Background: an optimization exercise with open tools, aiming at small area. Do not read the settings as production practice. Only simulation tests tie the RTL to the original design; equivalence was not proved. No activity file was given, so power comes from the tool's default toggle rates.

== v7 ==
==> flow/design.v <==
`timescale 1ns/1ps
module reg_file(
    input clk,
    input [31:1] we,
    input [3:0] wdata,
    input [4:0] ra,
    input [4:0] rb,
    output [3:0] qa,
    output [3:0] qb
);
    wire [4*32-1:0] heads;
    assign heads[3:0] = 4'd0;
    genvar g;
    generate
        for (g = 1; g < 32; g = g + 1) begin : R
            reg [31:0] s;
            always @(posedge clk)
                s <= {we[g] ? wdata : s[3:0], s[31:4]};
            assign heads[g*4 +: 4] = s[3:0];
        end
    endgenerate
    assign qa = heads[ra*4 +: 4];
    assign qb = heads[rb*4 +: 4];
endmodule
`timescale 1ns/1ps
module cpu_top(
    input clk,
    input rst,
    output [31:0] imem_addr,
    input  [31:0] imem_rdata,
    output [31:0] dmem_addr,
    output [31:0] dmem_wdata,
    output        dmem_we,
    input  [31:0] dmem_rdata
);
    reg [2:0] ph;         
    reg init;             
    reg r2;               
    reg st_pend;          
    reg c;                
    reg eq;               
    reg [31:2] pc;
    reg [31:0] adr;       
    reg [31:0] wd;        
    assign imem_addr  = {pc, 2'b00};
    assign dmem_addr  = adr;
    assign dmem_wdata = wd;
    assign dmem_we    = st_pend;
    wire [31:0] ins = imem_rdata;
    wire [5:0] op  = ins[31:26];
    wire [4:0] rs  = ins[25:21];
    wire [4:0] rt  = ins[20:16];
    wire [4:0] rd  = ins[15:11];
    wire [5:0] fn  = ins[5:0];
    wire is_r    = op == 6'd0;
    wire is_lw   = op == 6'd35;
    wire is_sw   = op == 6'd43;
    wire is_beq  = op == 6'd4;
    wire is_addi = op == 6'd8;
    wire f_sub = fn == 6'h22;
    wire f_and = fn == 6'h24;
    wire f_or  = fn == 6'h25;
    wire f_xor = fn == 6'h26;
    wire f_slt = fn == 6'h2A;
    wire ph0  = ph == 3'd0;
    wire last = ph == 3'd7;
    wire [3:0] qa, qb;
    reg  [3:0] wnib;
    wire wen;
    wire [4:0] wa = is_r ? rd : rt;
    wire [31:1] we;
    wire [3:0] we_hi;
    wire [7:0] we_lo;
    genvar g;
    generate
        for (g = 0; g < 4; g = g + 1) begin : WH
            assign we_hi[g] = init | (wen & (wa[4:3] == g));
        end
        for (g = 0; g < 8; g = g + 1) begin : WL
            assign we_lo[g] = init | (wa[2:0] == g);
        end
        for (g = 1; g < 32; g = g + 1) begin : WE
            assign we[g] = we_hi[g >> 3] & we_lo[g & 7];
        end
    endgenerate
    reg_file rf(.clk(clk), .we(we), .wdata(wnib), .ra(rs), .rb(rt), .qa(qa), .qb(qb));
    wire [31:0] simm = {{16{ins[15]}}, ins[15:0]};
    wire [3:0] imm_nib = simm[ph*4 +: 4];
    wire use_imm = is_addi | is_lw | is_sw;
    wire do_sub  = is_r & (f_sub | f_slt);
    wire [3:0] a  = qa;
    wire [3:0] b0 = use_imm ? imm_nib : qb;
    wire [3:0] b  = do_sub ? ~b0 : b0;
    wire cin = ph0 ? do_sub : c;
    wire [4:0] sum = {1'b0, a} + {1'b0, b} + {4'd0, cin};
    wire [3:0] x = a ^ b0;
    reg [3:0] res;
    always @(*) begin
        if (is_r & f_and)      res = a & b0;
        else if (is_r & f_or)  res = a | b0;
        else if (is_r & f_xor) res = x;
        else                   res = sum[3:0];
    end
    wire eq_now = (ph0 | eq) & (x == 4'd0);
    wire need_r2 = (is_r & f_slt) | is_lw | is_beq;
    assign wen = ~init & (r2 ? ((is_r & f_slt) | is_lw)
                             : ((is_r & ~f_slt) | is_addi));
    always @(*) begin
        if (init)       wnib = 4'd0;
        else if (!r2)   wnib = res;
        else if (is_lw) wnib = ph0 ? dmem_rdata[3:0] : adr[3:0];
        else            wnib = {3'd0, ph0 & ~c};
    end
    wire cap = r2 & is_lw & ph0;
    wire pc_en = last & ~init & (r2 | ~need_r2);
    wire [29:0] pc_add = (pc_en & r2 & is_beq & eq) ? simm[29:0] : 30'd0;
    always @(posedge clk) begin
        c   <= sum[4];
        if (!r2) eq <= eq_now;
        adr <= {res, cap ? dmem_rdata[31:4] : adr[31:4]};
        wd  <= {qb, wd[31:4]};
    end
    always @(posedge clk or posedge rst) begin
        if (rst) begin
            ph <= 3'd0; init <= 1'b1; r2 <= 1'b0; st_pend <= 1'b0; pc <= 30'd0;
        end else begin
            ph <= ph + 3'd1;
            st_pend <= ~init & ~r2 & is_sw & last;
            pc <= pc + pc_add + {29'd0, pc_en};
            if (last) begin
                init <= 1'b0;
                if (!init)
                    r2 <= ~r2 & need_r2;
            end
        end
    end
endmodule
Settings: LEC_CHECK=0, CAP_MARGIN=20, CORE_MARGIN=2, CORE_UTILIZATION=65, SLEW_MARGIN=20; clock period 7.0 ns.
standard.sh (not shown) runs the stock make flow with config.mk's settings and CLKGATE_MAP_FILE= SYNTH_SCRIPT=/design/flow/synth_recipe.tcl, a recipe that flattens the netlist after the stock synthesis.
==> flow/flow/run.sh <==
#!/bin/bash
# The standard ORFS flow with three changes to how the layout is made:
#  - synthesis maps the logic with an area-oriented ABC script (flow/area.abc);
#    everything else in synthesis, flip-flop mapping included, is the standard one;
#  - port buffers are buf_1;
#  - the clock tree is built from clkbuf_4 with small clusters and no dummy loads.
# Each step's full output goes to a log of its own in this folder.
set -euo pipefail
W=$(pwd)
cat > "$W/area_synth.tcl" <<EOT
# The standard flow's synthesis script, with ABC's mapping script replaced by flow/area.abc
proc abc {args} {
  set out {}
  set skip 0
  foreach a \$args {
    if {\$skip} { set skip 0; continue }
    if {\$a eq "-script" || \$a eq "-D"} { set skip 1; continue }
    lappend out \$a
  }
  yosys abc -script $W/flow/area.abc {*}\$out
}
source $W/synth_recipe.tcl
EOT
bash standard.sh "SYNTH_SCRIPT=$W/area_synth.tcl" synth > synth.log 2>&1
bash standard.sh \
  "SYNTH_SCRIPT=$W/area_synth.tcl" \
  "BUFFER_PORTS_ARGS=-buffer_cell sky130_fd_sc_hd__buf_1" \
  "CTS_ARGS=-sink_clustering_enable -repair_clock_nets -dont_use_dummy_load -buf_list sky130_fd_sc_hd__clkbuf_4 -sink_clustering_size 10 -sink_clustering_max_diameter 40" \
  finish > layout.log 2>&1
==> flow/flow/area.abc <==
strash
&get -n
&st
&syn2
&dch -f
&nf -R 1000
&put
strash
&get -n
&st
&syn2
&dch -f
&nf -R 1000
&put
Both conditions hold for v7: the flow ran to the end and the final layout passed the timing, design-rule and antenna checks.
### v7 -> v23
-- flow/flow/run.sh --
<<< v7, line 28
  "CTS_ARGS=-sink_clustering_enable -repair_clock_nets -dont_use_dummy_load -buf_list sky130_fd_sc_hd__clkbuf_4 -sink_clustering_size 10 -sink_clustering_max_diameter 40" \
>>> v23, line 28
  "CTS_ARGS=-sink_clustering_enable -repair_clock_nets -dont_use_dummy_load -buf_list sky130_fd_sc_hd__clkbuf_4 -sink_clustering_size 12 -sink_clustering_max_diameter 45" \
Routed wire length is higher on v7
Switching power (lower): v23
In terms of die area, v23 and v7 differ only marginally.
v23 vs. v7: total track usage moved down, final critical path time including I/O delays and setup moved up, maximum clock frequency moved down.
On sequential power, v7 and v23 are neck and neck.
Input-level comparison between v31 and v23:
-- flow/flow/run.sh --
<<< v23, line 6
#  - the clock tree is built from clkbuf_4 with small clusters and no dummy loads.
>>> v31, line 6
#  - the clock tree is built from clkbuf_8 and no dummy loads.
<<< v23, line 28
  "CTS_ARGS=-sink_clustering_enable -repair_clock_nets -dont_use_dummy_load -buf_list sky130_fd_sc_hd__clkbuf_4 -sink_clustering_size 12 -sink_clustering_max_diameter 45" \
>>> v31, line 28
  "CTS_ARGS=-sink_clustering_enable -repair_clock_nets -dont_use_dummy_load -buf_list sky130_fd_sc_hd__clkbuf_8 -sink_clustering_size 20 -sink_clustering_max_diameter 45" \
Findings:
[v31] routed via count fell 1.6% relative to v23. In the flow results for v31 and v23, the hold slack is larger on v23. Delta (v31 minus v23): minimum setup slack in the final design went down; count of clock-net buffers in the final layout fell 29%; portion of the layout cell area used by clock cells up 0.76 points. Between v31 and v23, the final standard cell utilization of the core is lower for v23. Depth of the worst hold-timing path: v23 vs v31 identical. As of v31, global-route wire length before repair had fallen slightly compared to v23.
Setup changes, v31 to v16
- CORE_UTILIZATION now 40, was 65
-- flow/flow/run.sh --
<<< v31, line 28
  "CTS_ARGS=-sink_clustering_enable -repair_clock_nets -dont_use_dummy_load -buf_list sky130_fd_sc_hd__clkbuf_8 -sink_clustering_size 20 -sink_clustering_max_diameter 45" \
>>> v16, line 28
  "CTS_ARGS=-sink_clustering_enable -repair_clock_nets -dont_use_dummy_load -buf_list sky130_fd_sc_hd__clkbuf_8 -sink_clustering_size 20 -sink_clustering_max_diameter 50" \
Notes after the runs:
- v16 completed every stage of the flow, and the final layout passed the timing, design-rule and antenna checks.
- On global-route track usage on met3: v16 sits below v31.
- Changes observed in v16 relative to v31: fraction of power spent switching nets up 0.39 points, fmax up 1.6%, final-layout clock buffer total up about 8%, number of inserted filler cells in the final layout up 3353, wire length of the first global-routing pass up 6.0%.
- Summed area of non-filler cells in the final layout was higher in the run labelled v16.
- v16: total number of nets in the final design higher than v31

-- port drivers added, routing unchanged --
How much do the figures lean on ideal ports? The routed layouts below were timed once more, with nothing changed but the port constraints. Step 1 sets driving cells, clkbuf_16 on the clock port and buf_2 on the other inputs (assumed; they add their load-dependent delay and slew). Step 2 also shifts input and output timing later by t, the mid clock arrival at the registers, as if the neighbouring blocks saw the same clock. Three values: ideal ports, drivers, drivers and shift; two values: the first two.
| run | t (ns) | slack for setup (ns) | worst data-port slew with drivers (ns) | cell pins on the clock port's net |
|---|---|---|---|---|
| v7 | 0.964 | 1.309 / 1.344 / 0.381 | 0.10 | 1 |
| v23 | 0.879 | 1.225 / 1.258 / 0.379 | 0.11 | 1 |
| v31 | 0.686 | 0.983 / 1.016 / 0.330 | 0.10 | 1 |
| v16 | 0.691 | 1.076 / 1.110 / 0.419 | 0.12 | 1 |
After both steps setup and hold are still met in every run listed. The setup slack of v7, which loses most, moves by +0.035 ns with the drivers and by -0.928 ns with both steps.
